Context: an optimization exercise on an open-source flow, tuned for small area, a short achievable clock period and few clock cycles per item. The choices shown serve that exercise and are no tape-out recipe. Power figures rest on the tool's default switching activity, not on a simulated workload.

==> flow/design.v <==
module mod_cu (
	input clk,
	input reset,
	input fit1,
	input fit3,
	input last,
	output reg busy,
	output reg p1
);
always @(posedge clk) begin
	if (reset) begin
		busy <= 1'b1;
		p1 <= 1'b1;
	end else if (busy) begin
		if (!(p1 & fit1)) begin
			p1 <= 1'b0;
			if (last)
				busy <= 1'b0;
		end
	end
end
endmodule
module mod_dp (
	input clk,
	input reset,
	input [31:0] A,
	input [31:0] B,
	input busy,
	input p1,
	output fit1,
	output fit3,
	output last,
	output [31:0] R
);
	reg [31:0] r, dn;
	reg [4:0] cnt;
	wire [31:0] s;
	genvar i;
	generate
		for (i = 0; i < 32; i = i + 1) begin : g_s
			assign s[i] = |r[31:i];
		end
	endgenerate
	assign fit1 = dn[31] & &(dn[30:0] | s[31:1]);
	assign fit3 = &dn[31:29] & &(dn[28:0] | s[31:3]);
	assign last = (cnt == 5'd0);
	wire [31:0] diff;
	wire ge;
	mod_sub_bk sub(.x(r), .yn(dn), .d(diff), .ge(ge));
	wire sh3 = p1 & fit3;
	wire sh1 = p1 & fit1;
	wire sel_b = reset;
	wire sel_3 = ~reset & sh3;
	wire sel_1 = ~reset & sh1 & ~fit3;
	wire sel_r = ~reset & ~sh1;
	always @(posedge clk) begin
		dn <= ({32{sel_b}} & ~B)
		    | ({32{sel_3}} & {dn[28:0], 3'b111})
		    | ({32{sel_1}} & {dn[30:0], 1'b1})
		    | ({32{sel_r}} & {1'b1, dn[31:1]});
		cnt <= ({5{sel_3}} & (cnt + 5'd3))
		     | ({5{sel_1}} & (cnt + 5'd1))
		     | ({5{sel_r}} & (cnt - 5'd1));
	end
	always @(posedge clk) begin
		if (reset)
			r <= A;
		else if (busy & ~sh1 & ge)
			r <= diff;
	end
	assign R = r;
endmodule
module mod_sub_bk (
	input [31:0] x,
	input [31:0] yn,
	output [31:0] d,
	output ge
);
	wire [31:0] p0 = x ^ yn;
	wire [31:0] g0 = x & yn;
	wire c0_g = g0[0] | p0[0];
	wire u0_g1 = g0[1] | (p0[1] & c0_g);
	wire u0_p1 = p0[1] & p0[0];
	wire u0_g3 = g0[3] | (p0[3] & g0[2]);
	wire u0_p3 = p0[3] & p0[2];
	wire u0_g5 = g0[5] | (p0[5] & g0[4]);
	wire u0_p5 = p0[5] & p0[4];
	wire u0_g7 = g0[7] | (p0[7] & g0[6]);
	wire u0_p7 = p0[7] & p0[6];
	wire u0_g9 = g0[9] | (p0[9] & g0[8]);
	wire u0_p9 = p0[9] & p0[8];
	wire u0_g11 = g0[11] | (p0[11] & g0[10]);
	wire u0_p11 = p0[11] & p0[10];
	wire u0_g13 = g0[13] | (p0[13] & g0[12]);
	wire u0_p13 = p0[13] & p0[12];
	wire u0_g15 = g0[15] | (p0[15] & g0[14]);
	wire u0_p15 = p0[15] & p0[14];
	wire u0_g17 = g0[17] | (p0[17] & g0[16]);
	wire u0_p17 = p0[17] & p0[16];
	wire u0_g19 = g0[19] | (p0[19] & g0[18]);
	wire u0_p19 = p0[19] & p0[18];
	wire u0_g21 = g0[21] | (p0[21] & g0[20]);
	wire u0_p21 = p0[21] & p0[20];
	wire u0_g23 = g0[23] | (p0[23] & g0[22]);
	wire u0_p23 = p0[23] & p0[22];
	wire u0_g25 = g0[25] | (p0[25] & g0[24]);
	wire u0_p25 = p0[25] & p0[24];
	wire u0_g27 = g0[27] | (p0[27] & g0[26]);
	wire u0_p27 = p0[27] & p0[26];
	wire u0_g29 = g0[29] | (p0[29] & g0[28]);
	wire u0_p29 = p0[29] & p0[28];
	wire u0_g31 = g0[31] | (p0[31] & g0[30]);
	wire u0_p31 = p0[31] & p0[30];
	wire u1_g3 = u0_g3 | (u0_p3 & u0_g1);
	wire u1_p3 = u0_p3 & u0_p1;
	wire u1_g7 = u0_g7 | (u0_p7 & u0_g5);
	wire u1_p7 = u0_p7 & u0_p5;
	wire u1_g11 = u0_g11 | (u0_p11 & u0_g9);
	wire u1_p11 = u0_p11 & u0_p9;
	wire u1_g15 = u0_g15 | (u0_p15 & u0_g13);
	wire u1_p15 = u0_p15 & u0_p13;
	wire u1_g19 = u0_g19 | (u0_p19 & u0_g17);
	wire u1_p19 = u0_p19 & u0_p17;
	wire u1_g23 = u0_g23 | (u0_p23 & u0_g21);
	wire u1_p23 = u0_p23 & u0_p21;
	wire u1_g27 = u0_g27 | (u0_p27 & u0_g25);
	wire u1_p27 = u0_p27 & u0_p25;
	wire u1_g31 = u0_g31 | (u0_p31 & u0_g29);
	wire u1_p31 = u0_p31 & u0_p29;
	wire u2_g7 = u1_g7 | (u1_p7 & u1_g3);
	wire u2_p7 = u1_p7 & u1_p3;
	wire u2_g15 = u1_g15 | (u1_p15 & u1_g11);
	wire u2_p15 = u1_p15 & u1_p11;
	wire u2_g23 = u1_g23 | (u1_p23 & u1_g19);
	wire u2_p23 = u1_p23 & u1_p19;
	wire u2_g31 = u1_g31 | (u1_p31 & u1_g27);
	wire u2_p31 = u1_p31 & u1_p27;
	wire u3_g15 = u2_g15 | (u2_p15 & u2_g7);
	wire u3_p15 = u2_p15 & u2_p7;
	wire u3_g31 = u2_g31 | (u2_p31 & u2_g23);
	wire u3_p31 = u2_p31 & u2_p23;
	wire u4_g31 = u3_g31 | (u3_p31 & u3_g15);
	wire u4_p31 = u3_p31 & u3_p15;
	wire v3_g23 = u2_g23 | (u2_p23 & u3_g15);
	wire v3_p23 = u2_p23 & u3_p15;
	wire v2_g11 = u1_g11 | (u1_p11 & u2_g7);
	wire v2_p11 = u1_p11 & u2_p7;
	wire v2_g19 = u1_g19 | (u1_p19 & u3_g15);
	wire v2_p19 = u1_p19 & u3_p15;
	wire v2_g27 = u1_g27 | (u1_p27 & v3_g23);
	wire v2_p27 = u1_p27 & v3_p23;
	wire v1_g5 = u0_g5 | (u0_p5 & u1_g3);
	wire v1_p5 = u0_p5 & u1_p3;
	wire v1_g9 = u0_g9 | (u0_p9 & u2_g7);
	wire v1_p9 = u0_p9 & u2_p7;
	wire v1_g13 = u0_g13 | (u0_p13 & v2_g11);
	wire v1_p13 = u0_p13 & v2_p11;
	wire v1_g17 = u0_g17 | (u0_p17 & u3_g15);
	wire v1_p17 = u0_p17 & u3_p15;
	wire v1_g21 = u0_g21 | (u0_p21 & v2_g19);
	wire v1_p21 = u0_p21 & v2_p19;
	wire v1_g25 = u0_g25 | (u0_p25 & v3_g23);
	wire v1_p25 = u0_p25 & v3_p23;
	wire v1_g29 = u0_g29 | (u0_p29 & v2_g27);
	wire v1_p29 = u0_p29 & v2_p27;
	wire v0_g2 = g0[2] | (p0[2] & u0_g1);
	wire v0_p2 = p0[2] & u0_p1;
	wire v0_g4 = g0[4] | (p0[4] & u1_g3);
	wire v0_p4 = p0[4] & u1_p3;
	wire v0_g6 = g0[6] | (p0[6] & v1_g5);
	wire v0_p6 = p0[6] & v1_p5;
	wire v0_g8 = g0[8] | (p0[8] & u2_g7);
	wire v0_p8 = p0[8] & u2_p7;
	wire v0_g10 = g0[10] | (p0[10] & v1_g9);
	wire v0_p10 = p0[10] & v1_p9;
	wire v0_g12 = g0[12] | (p0[12] & v2_g11);
	wire v0_p12 = p0[12] & v2_p11;
	wire v0_g14 = g0[14] | (p0[14] & v1_g13);
	wire v0_p14 = p0[14] & v1_p13;
	wire v0_g16 = g0[16] | (p0[16] & u3_g15);
	wire v0_p16 = p0[16] & u3_p15;
	wire v0_g18 = g0[18] | (p0[18] & v1_g17);
	wire v0_p18 = p0[18] & v1_p17;
	wire v0_g20 = g0[20] | (p0[20] & v2_g19);
	wire v0_p20 = p0[20] & v2_p19;
	wire v0_g22 = g0[22] | (p0[22] & v1_g21);
	wire v0_p22 = p0[22] & v1_p21;
	wire v0_g24 = g0[24] | (p0[24] & v3_g23);
	wire v0_p24 = p0[24] & v3_p23;
	wire v0_g26 = g0[26] | (p0[26] & v1_g25);
	wire v0_p26 = p0[26] & v1_p25;
	wire v0_g28 = g0[28] | (p0[28] & v2_g27);
	wire v0_p28 = p0[28] & v2_p27;
	wire v0_g30 = g0[30] | (p0[30] & v1_g29);
	wire v0_p30 = p0[30] & v1_p29;
	wire [31:0] gc = {u4_g31, v0_g30, v1_g29, v0_g28, v2_g27, v0_g26, v1_g25, v0_g24, v3_g23, v0_g22, v1_g21, v0_g20, v2_g19, v0_g18, v1_g17, v0_g16, u3_g15, v0_g14, v1_g13, v0_g12, v2_g11, v0_g10, v1_g9, v0_g8, u2_g7, v0_g6, v1_g5, v0_g4, u1_g3, v0_g2, u0_g1, c0_g};
	assign d = p0 ^ {gc[30:0], 1'b1};
	assign ge = gc[31];
endmodule
module mod(
	input [31:0] A,
	input [31:0] B,
	input clk,
	input reset,
	output [31:0] Result,
	output done
);
	wire busy, p1, fit1, fit3, ge, last;
	mod_cu io(.clk(clk), .reset(reset), .fit1(fit1), .fit3(fit3), .last(last),
	          .busy(busy), .p1(p1));
	mod_dp i1(.clk(clk), .reset(reset), .A(A), .B(B), .busy(busy), .p1(p1),
	          .fit1(fit1), .fit3(fit3), .last(last), .R(Result));
	assign done = ~busy;
endmodule
==> flow/config.mk <==
export PLATFORM = sky130hd
export DESIGN_NAME = mod
export DESIGN_NICKNAME = mod
export VERILOG_FILES = /design/flow/design.v
export SDC_FILE = /design/flow/constraint.sdc
export NUM_CORES = 4
export LEC_CHECK = 0
export CAP_MARGIN = 20
export CORE_MARGIN = 2
export CORE_UTILIZATION = 40
export CTS_BUF_LIST = sky130_fd_sc_hd__clkbuf_8
export SETUP_SLACK_MARGIN = 1.2
export SLEW_MARGIN = 20
export TNS_END_PERCENT = 0
==> flow/constraint.sdc <==
create_clock -name core_clock -period 4.5 [get_ports {clk}]
set_input_delay 0.9000 -clock core_clock [delete_from_list [all_inputs] [get_ports {clk}]]
set_output_delay 0.9000 -clock core_clock [all_outputs]
set_load 0.01 [all_outputs]
standard.sh (not shown) runs the stock make flow with config.mk's settings and CLKGATE_MAP_FILE= SYNTH_SCRIPT=/design/flow/synth_recipe.tcl, a recipe that flattens the netlist after the stock synthesis.
==> flow/flow/run.sh <==
#!/bin/bash
# The standard layout, with the smallest buffer on each port instead of the
# delay cell buffer_ports picks by default.
set -euo pipefail
export BUFFER_PORTS_ARGS="-buffer_cell sky130_fd_sc_hd__buf_1"
bash standard.sh finish > standard.log 2>&1
The starting point completed without violations.
Change:
--- a/flow/design.v
+++ b/flow/design.v
@@ -32,21 +32,36 @@
 	output last,
 	output [31:0] R
 );
-	reg [31:0] r, dn;
+	reg [31:0] r, d;
 	reg [4:0] cnt;
+	wire [7:0] gq, gs;
 	wire [31:0] s;
 	genvar i;
 	generate
+		for (i = 0; i < 8; i = i + 1) begin : g_q
+			assign gq[i] = |A[4*i+3:4*i];
+			if (i == 7) begin : g_top
+				assign gs[i] = 1'b0;
+			end else begin : g_low
+				assign gs[i] = |gq[7:i+1];
+			end
+		end
 		for (i = 0; i < 32; i = i + 1) begin : g_s
-			assign s[i] = |r[31:i];
+			assign s[i] = |A[4*(i/4)+3:i] | gs[i/4];
 		end
 	endgenerate
-	assign fit1 = dn[31] & &(dn[30:0] | s[31:1]);
-	assign fit3 = &dn[31:29] & &(dn[28:0] | s[31:3]);
+	reg f1, f3;
+	wire b1 = ~B[31] & ~|(B[30:0] & ~s[31:1]);
+	wire b3 = ~|B[31:29] & ~|(B[28:0] & ~s[31:3]);
+	wire d2 = ~|d[31:30] & ~|(d[29:0] & ~s[31:2]);
+	wire d4 = ~|d[31:28] & ~|(d[27:0] & ~s[31:4]);
+	wire d6 = ~|d[31:26] & ~|(d[25:0] & ~s[31:6]);
+	assign fit1 = f1;
+	assign fit3 = f3;
 	assign last = (cnt == 5'd0);
 	wire [31:0] diff;
 	wire ge;
-	mod_sub_bk sub(.x(r), .yn(dn), .d(diff), .ge(ge));
+	mod_sub_bk sub(.x(r), .y(d), .d(diff), .ge(ge));
 	wire sh3 = p1 & fit3;
 	wire sh1 = p1 & fit1;
 	wire sel_b = reset;
@@ -54,10 +69,12 @@
 	wire sel_1 = ~reset & sh1 & ~fit3;
 	wire sel_r = ~reset & ~sh1;
 	always @(posedge clk) begin
-		dn <= ({32{sel_b}} & ~B)
-		    | ({32{sel_3}} & {dn[28:0], 3'b111})
-		    | ({32{sel_1}} & {dn[30:0], 1'b1})
-		    | ({32{sel_r}} & {1'b1, dn[31:1]});
+		f3 <= (sel_b & b3) | (sel_3 & d6) | (sel_1 & d4);
+		f1 <= (sel_b & b1) | (sel_3 & d4) | (sel_1 & d2);
+		d <= ({32{sel_b}} & B)
+		   | ({32{sel_3}} & {d[28:0], 3'b000})
+		   | ({32{sel_1}} & {d[30:0], 1'b0})
+		   | ({32{sel_r}} & {1'b0, d[31:1]});
 		cnt <= ({5{sel_3}} & (cnt + 5'd3))
 		     | ({5{sel_1}} & (cnt + 5'd1))
 		     | ({5{sel_r}} & (cnt - 5'd1));
@@ -72,12 +89,12 @@
 endmodule
 module mod_sub_bk (
 	input [31:0] x,
-	input [31:0] yn,
+	input [31:0] y,
 	output [31:0] d,
 	output ge
 );
-	wire [31:0] p0 = x ^ yn;
-	wire [31:0] g0 = x & yn;
+	wire [31:0] p0 = x ^ ~y;
+	wire [31:0] g0 = x & ~y;
 	wire c0_g = g0[0] | p0[0];
 	wire u0_g1 = g0[1] | (p0[1] & c0_g);
 	wire u0_p1 = p0[1] & p0[0];
What happened:
- total power decreases by about 30%
- synthesized area increases by 7.1%
- clock power decreases by about 34%
- critical path depth does not change
- global-route usage increases by 2.2 points
- non-clock buffer count increases by 3
- cell area increases by about 4%
- setup slack got worse by 0.29 ns
- hold slack stays flat
- flip-flop and latch count increases by 2
Function was not checked in any run of this note: the RTL went through the layout flow alone.

[separate check: timing with driven ports]
No port has a modelled driver above. Below, the same layouts with a new extraction and two added sets of constraints. Step 1: set_driving_cell puts a clkbuf_16 on clk and a buf_2 on each other input, an assumption about the parent block. Step 2 times the ports against the registers' clock, not the clock port: input delays grow and output delays shrink by t, the midpoint of the rising clock arrivals with the driver on. Three values: ideal, step 1, step 2; two values: the first two.
run | shift t [ns] | slack for setup (ns) | worst register clock-pin slew, ns | worst slew at a driven data input, ns
the first run | 0.388 | 1.154 / 1.154 / 1.154 | 0.08 / 0.08 | 0.03
the second run | 0.402 | 0.863 / 0.863 / 0.620 | 0.08 / 0.08 | 0.04
After both steps setup and hold are still met in every run listed. For the second run, which loses most, drivers alone change the setup slack by 0.000 ns; drivers and shift together by -0.243 ns.
